Source: an optimization exercise on an open RTL-to-GDS flow (aim: small area, a short achievable clock period and few clock cycles per item). Production flows keep margins and buffers that such runs may drop. Only simulation tests tie the RTL to the original design; equivalence was not proved.

juniper:
## chacha20
module chacha20(input wire clock,
                input wire reset,  
                input wire start,
                input  wire [255:0] key,
                input  wire [63:0] index,  
                input  wire [63:0] nonce,
                output reg done,
                output wire [511:0] out);
For scale: about 6300 cells after synthesis, roughly 900 I/O pins, about 53000 sq um of cells after synthesis.
clock: 14.0 ns
lec_check: 0
cap_margin: 30
core_margin: 2
core_utilization: 35
cts_buf_list: sky130_fd_sc_hd__clkbuf_8
cts_cluster_size: 20
setup_slack_margin: 2
slew_margin: 20
standard.sh (not shown) runs the stock make flow with config.mk's settings and CLKGATE_MAP_FILE= SYNTH_SCRIPT=/design/flow/synth_recipe.tcl, a recipe that flattens the netlist after the stock synthesis.
==> flow/flow/run.sh <==
#!/bin/bash
# The standard layout, with the port buffers made from the smallest buffer cell.
set -euo pipefail
export BUFFER_PORTS_ARGS="-buffer_cell sky130_fd_sc_hd__buf_1"
bash standard.sh > standard_flow.log 2>&1
juniper reached the final stage; the timing, DRC and antenna checks on its layout passed.
Testbench counts of juniper, summed over its fixed seeds: cycles 5,376, blocks 256.
Here is what was changed in the inputs of raven compared with juniper.
- SETUP_SLACK_MARGIN now 2.5, was 2
- SLEW_MARGIN now 10, was 20
- CTS_CLUSTER_DIAMETER now 80, previously not set
- CTS_CLUSTER_SIZE now 30, was 20
- CAP_MARGIN now 10, was 30
- CTS_BUF_LIST no longer set, was sky130_fd_sc_hd__clkbuf_8
Notes after the runs:
- raven has completed all stages; timing, DRC and antenna checks passed.
- Final critical path time including I/O delays and setup ends up lower on raven.
- Of the two values seen for launch point of the worst path, y[5][8] was produced by juniper and y[5][3] by raven.
- Compared to juniper, raven has sequential share of layout area 0.26 points lower.
- raven vs. juniper: global-route wire length before repair neither gained nor lost much; worst setup slack before clock tree synthesis picked up an extra 0.035 ns.
The following lists how amber was set up differently from raven:
- setting GPL_TIMING_DRIVEN to 0 for the first time
Notes after the runs:
- The lower non-clock buffer instance count of the final layout of amber and raven is in raven.
- Changes observed in amber relative to raven: routed wirelength normalized by instance count grew by 7.3 microns; post-detailed-route via-to-cell ratio picked up an extra 6.1%; layout-stage area growth over the synthesis result went up by 8.2 points.
- Status amber: flow complete, layout not clean - capacitance limit, slew limit
- For initial antenna violation count, dividing the value from raven by the value from amber gives 0.57.
diff inputs: amber => maple
- clearing GPL_TIMING_DRIVEN, which used to be 0
- clearing CTS_CLUSTER_DIAMETER, which used to be 80
- swapping 2.5 for 2 in SETUP_SLACK_MARGIN
- swapping 10 for 30 in CAP_MARGIN
- swapping 10 for 20 in SLEW_MARGIN
- clearing CTS_CLUSTER_SIZE, which used to be 30
- swapping 35 for 45 in CORE_UTILIZATION
==> comparison <==
maple reached the end of the flow, and the finished layout is clean on the timing, DRC and antenna checks. Measured against each other, maple and amber differ in met3 wire length, the higher figure coming from amber. Going from amber to maple, global router's overall resource usage decreased by 0.87 points relative to the old numbers; total number of cells along the worst setup path decreased by 5 relative to the old numbers.
[inputs] quartz vs maple
- changing CORE_UTILIZATION from 45 to 35
- setting CTS_CLUSTER_SIZE to 30 for the first time
- setting CTS_CLUSTER_DIAMETER to 80 for the first time
- changing CAP_MARGIN from 30 to 10
- changing SLEW_MARGIN from 20 to 10
- The cell with the largest stage delay on the worst path comes out sky130_fd_sc_hd__xor2_1 in one run and sky130_fd_sc_hd__fa_1 in the other, namely in maple and quartz respectively.
- quartz vs. maple: worst setup slack after layout rose 0.043 ns; sequential share of layout area about even; final RePlAce weighted congestion fell 0.0083.
- [quartz] number of buffers created by CTS fell 14 relative to maple
- The run showing the smaller detailed-route vias per instance is quartz.
- maple tops out at a lower clock frequency than quartz.
Inputs modified between quartz and sierra:
- CTS_CLUSTER_DIAMETER: 80 -> 60
- PLACE_DENSITY: unset -> 0.7
- SETUP_SLACK_MARGIN: 2 -> 2.5
Findings:
[sierra] non-clock buffer count rose 31 relative to quartz. In the metrics for quartz and sierra, the one carrying the lower clock skew is sierra.

Setup of middle:
chacha20, a different RTL version from the one above (not shown whole).
For scale: roughly 900 I/O pins, ~51000 um2 of cells after synthesis.
clock: 14.0 ns
lec_check: 0
cap_margin: 20
core_margin: 2
core_utilization: 35
setup_slack_margin: 2
slew_margin: 20
==> flow/flow/run.sh <==
#!/bin/bash
# The standard layout, with the port buffers made from the smallest buffer cell
# and a clock tree built without dummy loads.
set -euo pipefail
export BUFFER_PORTS_ARGS="-buffer_cell sky130_fd_sc_hd__buf_1"
export CTS_ARGS="-sink_clustering_enable -repair_clock_nets -sink_clustering_size 30 -sink_clustering_max_diameter 80 -dont_use_dummy_load"
bash standard.sh > standard_flow.log 2>&1
Testbench counts of middle, summed over its fixed seeds: cycles 5,376, blocks 256.
Here is what was changed in the inputs of north compared with middle.
- SETUP_SLACK_MARGIN: 2 -> 2.5
- CTS_CLUSTER_DIAMETER: unset -> 80
- CTS_CLUSTER_SIZE: unset -> 30
==> flow/flow/run.sh <==
#!/bin/bash
# The standard layout, with the port buffers made from the smallest buffer cell.
set -euo pipefail
export BUFFER_PORTS_ARGS="-buffer_cell sky130_fd_sc_hd__buf_1"
bash standard.sh > standard_flow.log 2>&1
Notes after the runs:
- Measured against each other, north and middle differ in number of vias after detailed routing, the lower figure coming from middle.
- north against middle: area growth from synthesis to layout went up 5.0 points; final routed wirelength across all metal layers went up 1.9 mm.
- Diff middle -> north | clock latency at the later pin of the worst-skew pair | increase of 0.02 ns

## wip/pepper
Another version of the RTL of chacha20 (not shown whole).
Size in the first run: ~6700 cells after synthesis, ~900 I/O pins, roughly 55000 µm² of cells after synthesis.
Settings: LEC_CHECK=0, CAP_MARGIN=30, CORE_MARGIN=2, CORE_UTILIZATION=35, SETUP_SLACK_MARGIN=0.5, SLEW_MARGIN=20; clock period 14.0 ns.
==> flow/flow/run.sh <==
#!/bin/bash
# The standard layout, with the port buffers made from the smallest buffer cell.
set -euo pipefail
export BUFFER_PORTS_ARGS="-buffer_cell sky130_fd_sc_hd__buf_1"
bash standard.sh > standard_flow.log 2>&1
Testbench counts of wip/pepper, summed over its fixed seeds: cycles 5,376, blocks 256.
For wip/lagoon, these inputs were changed with respect to wip/pepper:
# wip/pepper
export LEC_CHECK = 0
export CAP_MARGIN = 30
export CORE_MARGIN = 2
export CORE_UTILIZATION = 35
export SETUP_SLACK_MARGIN = 0.5
export SLEW_MARGIN = 20
create_clock -name core_clock -period 14.0 [get_ports {clock}]
# wip/lagoon
export LEC_CHECK = 0
export ABC_AREA = 1
export CAP_MARGIN = 30
export CORE_MARGIN = 2
export CORE_UTILIZATION = 35
export SETUP_SLACK_MARGIN = 2
export SLEW_MARGIN = 20
create_clock -name core_clock -period 14.0 [get_ports {clock}]
--- outcome ---
[diff] worst setup slack, wip/lagoon relative to wip/pepper: improvement. From wip/pepper to wip/lagoon the numbers moved as follows: compound-cell area share of the yosys netlist now smaller, core area went up 10%, total global routing track utilization increased by 2.0 points relative to the old numbers. Max-slew violation count delta (wip/lagoon -> wip/pepper): insignificant. Against wip/pepper, wip/lagoon reports a design area that is higher. Cell count of the worst reg-to-reg path is lower on wip/pepper.
For wip/xenon, these inputs were changed with respect to wip/lagoon:
# wip/lagoon
export LEC_CHECK = 0
export ABC_AREA = 1
export CAP_MARGIN = 30
export CORE_MARGIN = 2
export CORE_UTILIZATION = 35
export SETUP_SLACK_MARGIN = 2
export SLEW_MARGIN = 20
create_clock -name core_clock -period 14.0 [get_ports {clock}]
# wip/xenon
export LEC_CHECK = 0
export CAP_MARGIN = 30
export CORE_MARGIN = 2
export CORE_UTILIZATION = 35
export SETUP_SLACK_MARGIN = 0.5
export SLEW_MARGIN = 20
create_clock -name core_clock -period 14.0 [get_ports {clock}]
==> flow/run.sh (new file) <==
#!/bin/bash
# synth_recipe.tcl (not shown) runs the flow's synth.tcl, then flattens the netlist and writes it again
# the make line also repeats each setting of config.mk as NAME=value (left out here)
make -C /OpenROAD-flow-scripts/flow DESIGN_CONFIG=/design/flow/config.mk WORK_HOME=/design/flow/orfs CLKGATE_MAP_FILE= SYNTH_SCRIPT=/design/flow/synth_recipe.tcl finish
removed: flow/flow/run.sh
removed: flow/standard.sh
Findings:
- wip/xenon ended up with a lower layout clock buffer count than wip/lagoon did.
- simple AND/OR/NAND/NOR gates as the largest family of logic cells by synthesized area was reported by wip/lagoon, and compound AO/OA/AOI/OAI gates by wip/xenon.
- Looking at relative area change from synthesis to final layout, wip/xenon sits 12 points higher than wip/lagoon does.
- Tap cell instance count ended up 252 lower on wip/xenon than on wip/lagoon.
- wip/xenon vs wip/lagoon — final routed wire length divided by cell count rose 13%.
- When the final numbers for wip/lagoon and wip/xenon were put side by side, the period utilization turned out to be greater in wip/xenon.
- wip/xenon vs. wip/lagoon: worst setup slack now smaller; final standard cell area without fillers stayed essentially flat.
- Per the comparison of wip/xenon with wip/lagoon, pin count of the biggest net entering global routing went down by 49; detailed-route wire length went down by 14%; sequential share of layout area was more or less identical.
Setup changes, wip/xenon to wip/delta
# wip/xenon
export LEC_CHECK = 0
export CAP_MARGIN = 30
export CORE_MARGIN = 2
export CORE_UTILIZATION = 35
export SETUP_SLACK_MARGIN = 0.5
export SLEW_MARGIN = 20
create_clock -name core_clock -period 14.0 [get_ports {clock}]
# wip/delta
export LEC_CHECK = 0
export CAP_MARGIN = 30
export CORE_MARGIN = 2
export CORE_UTILIZATION = 35
export SETUP_SLACK_MARGIN = 2.5
export SLEW_MARGIN = 20
create_clock -name core_clock -period 14.0 [get_ports {clock}]
[summary]
Min minimum setup slack in the final design across wip/delta and wip/xenon: wip/xenon
Diff wip/xenon -> wip/delta | final standard cell utilization of the core | increase of 2.5 points
Overall via count from detail_route ends up higher on wip/delta.
Delta (wip/delta minus wip/xenon): global-route wire length before repair went up about 0.7%.
wip/delta vs. wip/xenon: worst-case headroom to the max-slew limit went up by 5.6 points; number of buffers added on ports was more or less identical; met1 layer usage reported by global route was more or less identical.
Between wip/xenon and wip/delta, the worst hold slack figures differ only marginally.
wip/xenon was smaller in final cell area than wip/delta.
The inputs of wip/tundra differ from those of wip/delta as listed below.
# wip/delta
export LEC_CHECK = 0
export CAP_MARGIN = 30
export CORE_MARGIN = 2
export CORE_UTILIZATION = 35
export SETUP_SLACK_MARGIN = 2.5
export SLEW_MARGIN = 20
create_clock -name core_clock -period 14.0 [get_ports {clock}]
# wip/tundra
export LEC_CHECK = 0
export ABC_AREA = 1
export CAP_MARGIN = 30
export CORE_MARGIN = 2
export CORE_UTILIZATION = 35
export SETUP_SLACK_MARGIN = 0.5
export SLEW_MARGIN = 20
create_clock -name core_clock -period 14.0 [get_ports {clock}]
[summary]
Each of the runs, namely wip/tundra and wip/delta, reached the end of the flow and came out clean. Diff wip/delta -> wip/tundra: number of buffers inserted by post-CTS setup repair went down 69, critical path depth went up about 16%, maximum frequency went down about 9%, count of clock buffers in the final design went up 9, total global-route track usage went up 4.3 points. wip/tundra reports its main combinational cell family by area after synthesis as simple AND/OR/NAND/NOR gates while wip/delta reports compound AO/OA/AOI/OAI gates. Diff wip/delta -> wip/tundra: number of signal-net inverters in the final layout went up; data required time of the worst path +0.02 ns; total wire length higher. wip/tundra ended up with a higher first-pass GRT wire length than wip/delta did. Between wip/delta and wip/tundra, the cell count went up.

## build 98
The RTL this note starts from:
==> flow/design.v <==
`default_nettype none
module chacha20(input wire clock,
                input wire reset,  
                input wire start,
                input  wire [255:0] key,
                input  wire [63:0] index,  
                input  wire [63:0] nonce,
                output reg done,
                output wire [511:0] out);
    function automatic [31:0] LE32(input [31:0] a);
        LE32 = {a[7:0], a[15:8], a[23:16], a[31:24]};
    endfunction
function automatic [31:0] ADD(input [31:0] a, input [31:0] b);
    reg [31:0] p, g, pp, gg, c;
    begin
    p = a ^ b; g = a & b; pp = p; gg = g;
    gg[31] = gg[31] | (pp[31] & gg[30]); pp[31] = pp[31] & pp[30];
    gg[29] = gg[29] | (pp[29] & gg[28]); pp[29] = pp[29] & pp[28];
    gg[27] = gg[27] | (pp[27] & gg[26]); pp[27] = pp[27] & pp[26];
    gg[25] = gg[25] | (pp[25] & gg[24]); pp[25] = pp[25] & pp[24];
    gg[23] = gg[23] | (pp[23] & gg[22]); pp[23] = pp[23] & pp[22];
    gg[21] = gg[21] | (pp[21] & gg[20]); pp[21] = pp[21] & pp[20];
    gg[19] = gg[19] | (pp[19] & gg[18]); pp[19] = pp[19] & pp[18];
    gg[17] = gg[17] | (pp[17] & gg[16]); pp[17] = pp[17] & pp[16];
    gg[15] = gg[15] | (pp[15] & gg[14]); pp[15] = pp[15] & pp[14];
    gg[13] = gg[13] | (pp[13] & gg[12]); pp[13] = pp[13] & pp[12];
    gg[11] = gg[11] | (pp[11] & gg[10]); pp[11] = pp[11] & pp[10];
    gg[9] = gg[9] | (pp[9] & gg[8]); pp[9] = pp[9] & pp[8];
    gg[7] = gg[7] | (pp[7] & gg[6]); pp[7] = pp[7] & pp[6];
    gg[5] = gg[5] | (pp[5] & gg[4]); pp[5] = pp[5] & pp[4];
    gg[3] = gg[3] | (pp[3] & gg[2]); pp[3] = pp[3] & pp[2];
    gg[1] = gg[1] | (pp[1] & gg[0]); pp[1] = pp[1] & pp[0];
    gg[31] = gg[31] | (pp[31] & gg[29]); pp[31] = pp[31] & pp[29];
    gg[30] = gg[30] | (pp[30] & gg[29]); pp[30] = pp[30] & pp[29];
    gg[27] = gg[27] | (pp[27] & gg[25]); pp[27] = pp[27] & pp[25];
    gg[26] = gg[26] | (pp[26] & gg[25]); pp[26] = pp[26] & pp[25];
    gg[23] = gg[23] | (pp[23] & gg[21]); pp[23] = pp[23] & pp[21];
    gg[22] = gg[22] | (pp[22] & gg[21]); pp[22] = pp[22] & pp[21];
    gg[19] = gg[19] | (pp[19] & gg[17]); pp[19] = pp[19] & pp[17];
    gg[18] = gg[18] | (pp[18] & gg[17]); pp[18] = pp[18] & pp[17];
    gg[15] = gg[15] | (pp[15] & gg[13]); pp[15] = pp[15] & pp[13];
    gg[14] = gg[14] | (pp[14] & gg[13]); pp[14] = pp[14] & pp[13];
    gg[11] = gg[11] | (pp[11] & gg[9]); pp[11] = pp[11] & pp[9];
    gg[10] = gg[10] | (pp[10] & gg[9]); pp[10] = pp[10] & pp[9];
    gg[7] = gg[7] | (pp[7] & gg[5]); pp[7] = pp[7] & pp[5];
    gg[6] = gg[6] | (pp[6] & gg[5]); pp[6] = pp[6] & pp[5];
    gg[3] = gg[3] | (pp[3] & gg[1]); pp[3] = pp[3] & pp[1];
    gg[2] = gg[2] | (pp[2] & gg[1]); pp[2] = pp[2] & pp[1];
    gg[31] = gg[31] | (pp[31] & gg[27]); pp[31] = pp[31] & pp[27];
    gg[30] = gg[30] | (pp[30] & gg[27]); pp[30] = pp[30] & pp[27];
    gg[29] = gg[29] | (pp[29] & gg[27]); pp[29] = pp[29] & pp[27];
    gg[28] = gg[28] | (pp[28] & gg[27]); pp[28] = pp[28] & pp[27];
    gg[23] = gg[23] | (pp[23] & gg[19]); pp[23] = pp[23] & pp[19];
    gg[22] = gg[22] | (pp[22] & gg[19]); pp[22] = pp[22] & pp[19];
    gg[21] = gg[21] | (pp[21] & gg[19]); pp[21] = pp[21] & pp[19];
    gg[20] = gg[20] | (pp[20] & gg[19]); pp[20] = pp[20] & pp[19];
    gg[15] = gg[15] | (pp[15] & gg[11]); pp[15] = pp[15] & pp[11];
    gg[14] = gg[14] | (pp[14] & gg[11]); pp[14] = pp[14] & pp[11];
    gg[13] = gg[13] | (pp[13] & gg[11]); pp[13] = pp[13] & pp[11];
    gg[12] = gg[12] | (pp[12] & gg[11]); pp[12] = pp[12] & pp[11];
    gg[7] = gg[7] | (pp[7] & gg[3]); pp[7] = pp[7] & pp[3];
    gg[6] = gg[6] | (pp[6] & gg[3]); pp[6] = pp[6] & pp[3];
    gg[5] = gg[5] | (pp[5] & gg[3]); pp[5] = pp[5] & pp[3];
    gg[4] = gg[4] | (pp[4] & gg[3]); pp[4] = pp[4] & pp[3];
    gg[31] = gg[31] | (pp[31] & gg[23]); pp[31] = pp[31] & pp[23];
    gg[30] = gg[30] | (pp[30] & gg[23]); pp[30] = pp[30] & pp[23];
    gg[29] = gg[29] | (pp[29] & gg[23]); pp[29] = pp[29] & pp[23];
    gg[28] = gg[28] | (pp[28] & gg[23]); pp[28] = pp[28] & pp[23];
    gg[27] = gg[27] | (pp[27] & gg[23]); pp[27] = pp[27] & pp[23];
    gg[26] = gg[26] | (pp[26] & gg[23]); pp[26] = pp[26] & pp[23];
    gg[25] = gg[25] | (pp[25] & gg[23]); pp[25] = pp[25] & pp[23];
    gg[24] = gg[24] | (pp[24] & gg[23]); pp[24] = pp[24] & pp[23];
    gg[15] = gg[15] | (pp[15] & gg[7]); pp[15] = pp[15] & pp[7];
    gg[14] = gg[14] | (pp[14] & gg[7]); pp[14] = pp[14] & pp[7];
    gg[13] = gg[13] | (pp[13] & gg[7]); pp[13] = pp[13] & pp[7];
    gg[12] = gg[12] | (pp[12] & gg[7]); pp[12] = pp[12] & pp[7];
    gg[11] = gg[11] | (pp[11] & gg[7]); pp[11] = pp[11] & pp[7];
    gg[10] = gg[10] | (pp[10] & gg[7]); pp[10] = pp[10] & pp[7];
    gg[9] = gg[9] | (pp[9] & gg[7]); pp[9] = pp[9] & pp[7];
    gg[8] = gg[8] | (pp[8] & gg[7]); pp[8] = pp[8] & pp[7];
    gg[31] = gg[31] | (pp[31] & gg[15]); pp[31] = pp[31] & pp[15];
    gg[30] = gg[30] | (pp[30] & gg[15]); pp[30] = pp[30] & pp[15];
    gg[29] = gg[29] | (pp[29] & gg[15]); pp[29] = pp[29] & pp[15];
    gg[28] = gg[28] | (pp[28] & gg[15]); pp[28] = pp[28] & pp[15];
    gg[27] = gg[27] | (pp[27] & gg[15]); pp[27] = pp[27] & pp[15];
    gg[26] = gg[26] | (pp[26] & gg[15]); pp[26] = pp[26] & pp[15];
    gg[25] = gg[25] | (pp[25] & gg[15]); pp[25] = pp[25] & pp[15];
    gg[24] = gg[24] | (pp[24] & gg[15]); pp[24] = pp[24] & pp[15];
    gg[23] = gg[23] | (pp[23] & gg[15]); pp[23] = pp[23] & pp[15];
    gg[22] = gg[22] | (pp[22] & gg[15]); pp[22] = pp[22] & pp[15];
    gg[21] = gg[21] | (pp[21] & gg[15]); pp[21] = pp[21] & pp[15];
    gg[20] = gg[20] | (pp[20] & gg[15]); pp[20] = pp[20] & pp[15];
    gg[19] = gg[19] | (pp[19] & gg[15]); pp[19] = pp[19] & pp[15];
    gg[18] = gg[18] | (pp[18] & gg[15]); pp[18] = pp[18] & pp[15];
    gg[17] = gg[17] | (pp[17] & gg[15]); pp[17] = pp[17] & pp[15];
    gg[16] = gg[16] | (pp[16] & gg[15]); pp[16] = pp[16] & pp[15];
    c = {gg[30:0], 1'b0};
    ADD = p ^ c;
    end
endfunction
    localparam CONST = 128'h657870616e642033322d62797465206b;
    wire [511:0] init = {CONST, key, LE32(index[31:0]), LE32(index[63:32]), nonce};
    reg [4:0] i;  
    reg [31:0] y [0:15];  
    wire [31:0] xi [0:15];
    wire [31:0] h [0:15];
    wire ld = start;
    wire fa = i == 5'd19;
    genvar j;
    generate for (j = 0; j < 16; j = j + 1) begin: g_init
        assign xi[j] = LE32(init[511 - 32*j -: 32]);
    end endgenerate
    generate for (j = 0; j < 4; j = j + 1) begin: g_h2
        wire [31:0] a2 = ADD(y[j], y[4+j]);
        wire [31:0] t2 = y[12+j] ^ a2;
        wire [31:0] d2 = {t2[23:0], t2[31:24]};
        wire [31:0] c2 = ADD(y[8+j], d2);
        wire [31:0] t3 = y[4+j] ^ c2;
        wire [31:0] b2 = {t3[24:0], t3[31:25]};
        assign h[     (4-j)%4] = a2;
        assign h[4 +  (5-j)%4] = b2;
        assign h[8 +  (6-j)%4] = c2;
        assign h[12 + (7-j)%4] = d2;
    end endgenerate
    generate for (j = 0; j < 4; j = j + 1) begin: g_h1
        wire [31:0] ai = ld ? xi[j]    : h[j];
        wire [31:0] bi = ld ? xi[4+j]  : fa ? xi[j] : h[4+j];
        wire [31:0] ci = ld ? xi[8+j]  : h[8+j];
        wire [31:0] di = ld ? xi[12+j] : h[12+j];
        wire [31:0] s1 = ADD(ai, bi);
        wire [31:0] t0 = di ^ s1;
        wire [31:0] d1 = {t0[15:0], t0[31:16]};
        wire [31:0] s2 = ADD(ci, (fa ? xi[8+j] : d1));
        wire [31:0] t1 = bi ^ s2;
        wire [31:0] b1 = {t1[19:0], t1[31:20]};
        wire [31:0] fb = ADD(h[4+j], xi[4+j]);
        wire [31:0] fd = ADD(h[12+j], xi[12+j]);
        always @(posedge clock) begin
            y[j]    <= s1;
            y[4+j]  <= fa ? fb : b1;
            y[8+j]  <= s2;
            y[12+j] <= fa ? fd : d1;
        end
    end endgenerate
    always @(posedge clock) begin
        if (i != 5'd20) i <= i + 5'd1;
        if (start) i <= 5'd0;
        done <= fa;
        if (reset) begin
            i <= 5'd20;
            done <= 1'b0;
        end
    end
    generate for (j = 0; j < 16; j = j + 1) begin: g_out
        assign out[511 - 32*j -: 32] = LE32(y[j]);
    end endgenerate
endmodule
==> flow/config.mk <==
export PLATFORM = sky130hd
export DESIGN_NAME = chacha20
export DESIGN_NICKNAME = chacha20
export VERILOG_FILES = /design/flow/design.v
export SDC_FILE = /design/flow/constraint.sdc
export NUM_CORES = 8
export LEC_CHECK = 0
export CAP_MARGIN = 15
export CORE_MARGIN = 2
export CORE_UTILIZATION = 35
export GPL_ROUTABILITY_DRIVEN = 0
export SETUP_SLACK_MARGIN = 2.5
export SLEW_MARGIN = 15
==> flow/constraint.sdc <==
create_clock -name core_clock -period 14.0 [get_ports {clock}]
set_input_delay 2.8000 -clock core_clock [delete_from_list [all_inputs] [get_ports {clock}]]
set_output_delay 2.8000 -clock core_clock [all_outputs]
set_load 0.01 [all_outputs]
==> flow/flow/run.sh <==
#!/bin/bash
# The standard layout, with three changes: the port buffers are the smallest
# buffer cell; after global placement each output port's buffer is moved next
# to the flip-flop that drives it, so the long wire to the pin hangs on the
# buffer and not on the flip-flop; and the clock tree has no dummy loads.
set -euo pipefail
export BUFFER_PORTS_ARGS="-buffer_cell sky130_fd_sc_hd__buf_1"
export CTS_ARGS="-sink_clustering_enable -repair_clock_nets -sink_clustering_size 30 -sink_clustering_max_diameter 80 -dont_use_dummy_load"
R=orfs/results/$FLOW_PLATFORM/chacha20/base
bash standard.sh "$PWD/$R/3_3_place_gp.odb" > standard_flow_place.log 2>&1
openroad -no_init -exit flow/move_obufs.tcl > move_obufs.log 2>&1
bash standard.sh > standard_flow.log 2>&1
==> flow/flow/move_obufs.tcl <==
# Move each output port buffer onto the flip-flop that drives it; detailed
# placement legalizes the positions later.
set odb orfs/results/$::env(FLOW_PLATFORM)/chacha20/base/3_3_place_gp.odb
read_db $odb
set block [ord::get_db_block]
set moved 0
foreach inst [$block getInsts] {
  if {![string match "output*" [$inst getName]]} continue
  set a [$inst findITerm A]
  if {$a eq "NULL"} continue
  set net [$a getNet]
  set drv ""
  foreach it [$net getITerms] { if {[$it isOutputSignal]} { set drv [$it getInst] } }
  if {$drv eq ""} continue
  lassign [$drv getLocation] x y
  $inst setLocation $x $y
  incr moved
}
puts "moved $moved output buffers"
write_db $odb
Testbench counts of build 98, summed over its fixed seeds: cycles 5,376, blocks 256.
For build 70, these inputs were changed with respect to build 98:
- SETUP_SLACK_MARGIN changed from 2.5 to 3
- SLEW_MARGIN changed from 15 to 10
- GPL_ROUTABILITY_DRIVEN removed (was 0)
- CTS_CLUSTER_SIZE newly set to 30
- CAP_MARGIN changed from 15 to 10
- CTS_CLUSTER_DIAMETER newly set to 80
==> flow/flow/run.sh <==
#!/bin/bash
# The standard layout, with the port buffers made from the smallest buffer cell.
set -euo pipefail
export BUFFER_PORTS_ARGS="-buffer_cell sky130_fd_sc_hd__buf_1"
bash standard.sh > standard_flow.log 2>&1
removed: flow/flow/move_obufs.tcl
Findings:
- Relative to build 98, build 70 degrades final area.
- On number of iterations in the first detailed-routing pass: between build 70 and build 98, it ends up higher for build 98.
- Min met2 wirelength from detailed routing across build 70 and build 98: build 98
- Build 70 | status: complete | timing, DRC, antenna: pass
- Number of buffer and inverter instances along the worst setup path was higher in build 70 than in build 98.
The following lists how build 18 was set up differently from build 70:
- removing CTS_CLUSTER_DIAMETER (formerly 80)
- changing SETUP_SLACK_MARGIN from 3 to 2
- changing SLEW_MARGIN from 10 to 20
- removing CTS_CLUSTER_SIZE (formerly 30)
- changing CAP_MARGIN from 10 to 30
Findings:
- Met3 track utilization from global routing: build 70 vs build 18, no meaningful difference
- Area overhead of the layout relative to synthesis on build 18 is down relative to build 70.
- For HPWL after detailed placement, build 70 and build 18 come out practically identical.
- Delta (build 18 minus build 70): post-route worst hold slack essentially unchanged, depth of the most critical reg-to-reg path dropped 10, footprint of the multi-input gates decreased about 4.6%, wire length now sits lower.
- [compare] base=build 70 new=build 18: arrival time of the worst setup path moved up, final area moved down.

-- re-timing with driven ports --
How much do the figures lean on ideal ports? The routed layouts below were timed once more, with nothing changed but the port constraints.
Step 1 (the two cells are an assumption about what drives the block):
set clk [get_ports {clock}]
set_driving_cell -lib_cell sky130_fd_sc_hd__clkbuf_16 $clk
set_driving_cell -lib_cell sky130_fd_sc_hd__buf_2 [delete_from_list [all_inputs] $clk]
Step 2 adds t to the input delays and takes it off the output delays; t is the mean of the earliest and latest rising clock arrival at the registers after step 1. Input paths then give back, and output paths get back, about the clock's delay inside the block.
Slacks: ideal / step 1 / step 2; pairs: ideal / step 1.
run | t, ns | setup slack, ns | worst data-port slew with drivers (ns)
juniper | 0.960 | 2.233 / 2.233 / 2.233 | 0.23
raven | 0.811 | 2.556 / 2.556 / 2.556 | 0.26
amber | 0.835 | 2.217 / 2.217 / 1.451 | 0.20
maple | 0.748 | 2.152 / 2.152 / 2.152 | 0.19
quartz | 0.803 | 2.194 / 2.194 / 2.194 | 0.25
sierra | 0.809 | 2.622 / 2.622 / 2.622 | 0.21
middle | 0.775 | 2.122 / 2.122 / 2.122 | 0.26
north | 0.812 | 2.452 / 2.452 / 2.452 | 0.26
wip/pepper | 0.792 | 0.750 / 0.750 / 0.750 | 0.21
wip/lagoon | 0.820 | 2.204 / 2.204 / 2.204 | 0.24
wip/xenon | 0.796 | 0.970 / 0.970 / 0.970 | 0.29
wip/delta | 0.793 | 2.552 / 2.552 / 2.552 | 0.30
wip/tundra | 0.819 | 1.420 / 1.420 / 1.420 | 0.24
build 98 | 0.753 | 2.076 / 2.076 / 2.076 | 0.25
build 70 | 0.806 | 2.594 / 2.594 / 2.594 | 0.25
build 18 | 0.782 | 2.165 / 2.165 / 2.165 | 0.28
The setup slack of amber, which loses most, moves by 0.000 ns with the drivers and by -0.766 ns with both steps.
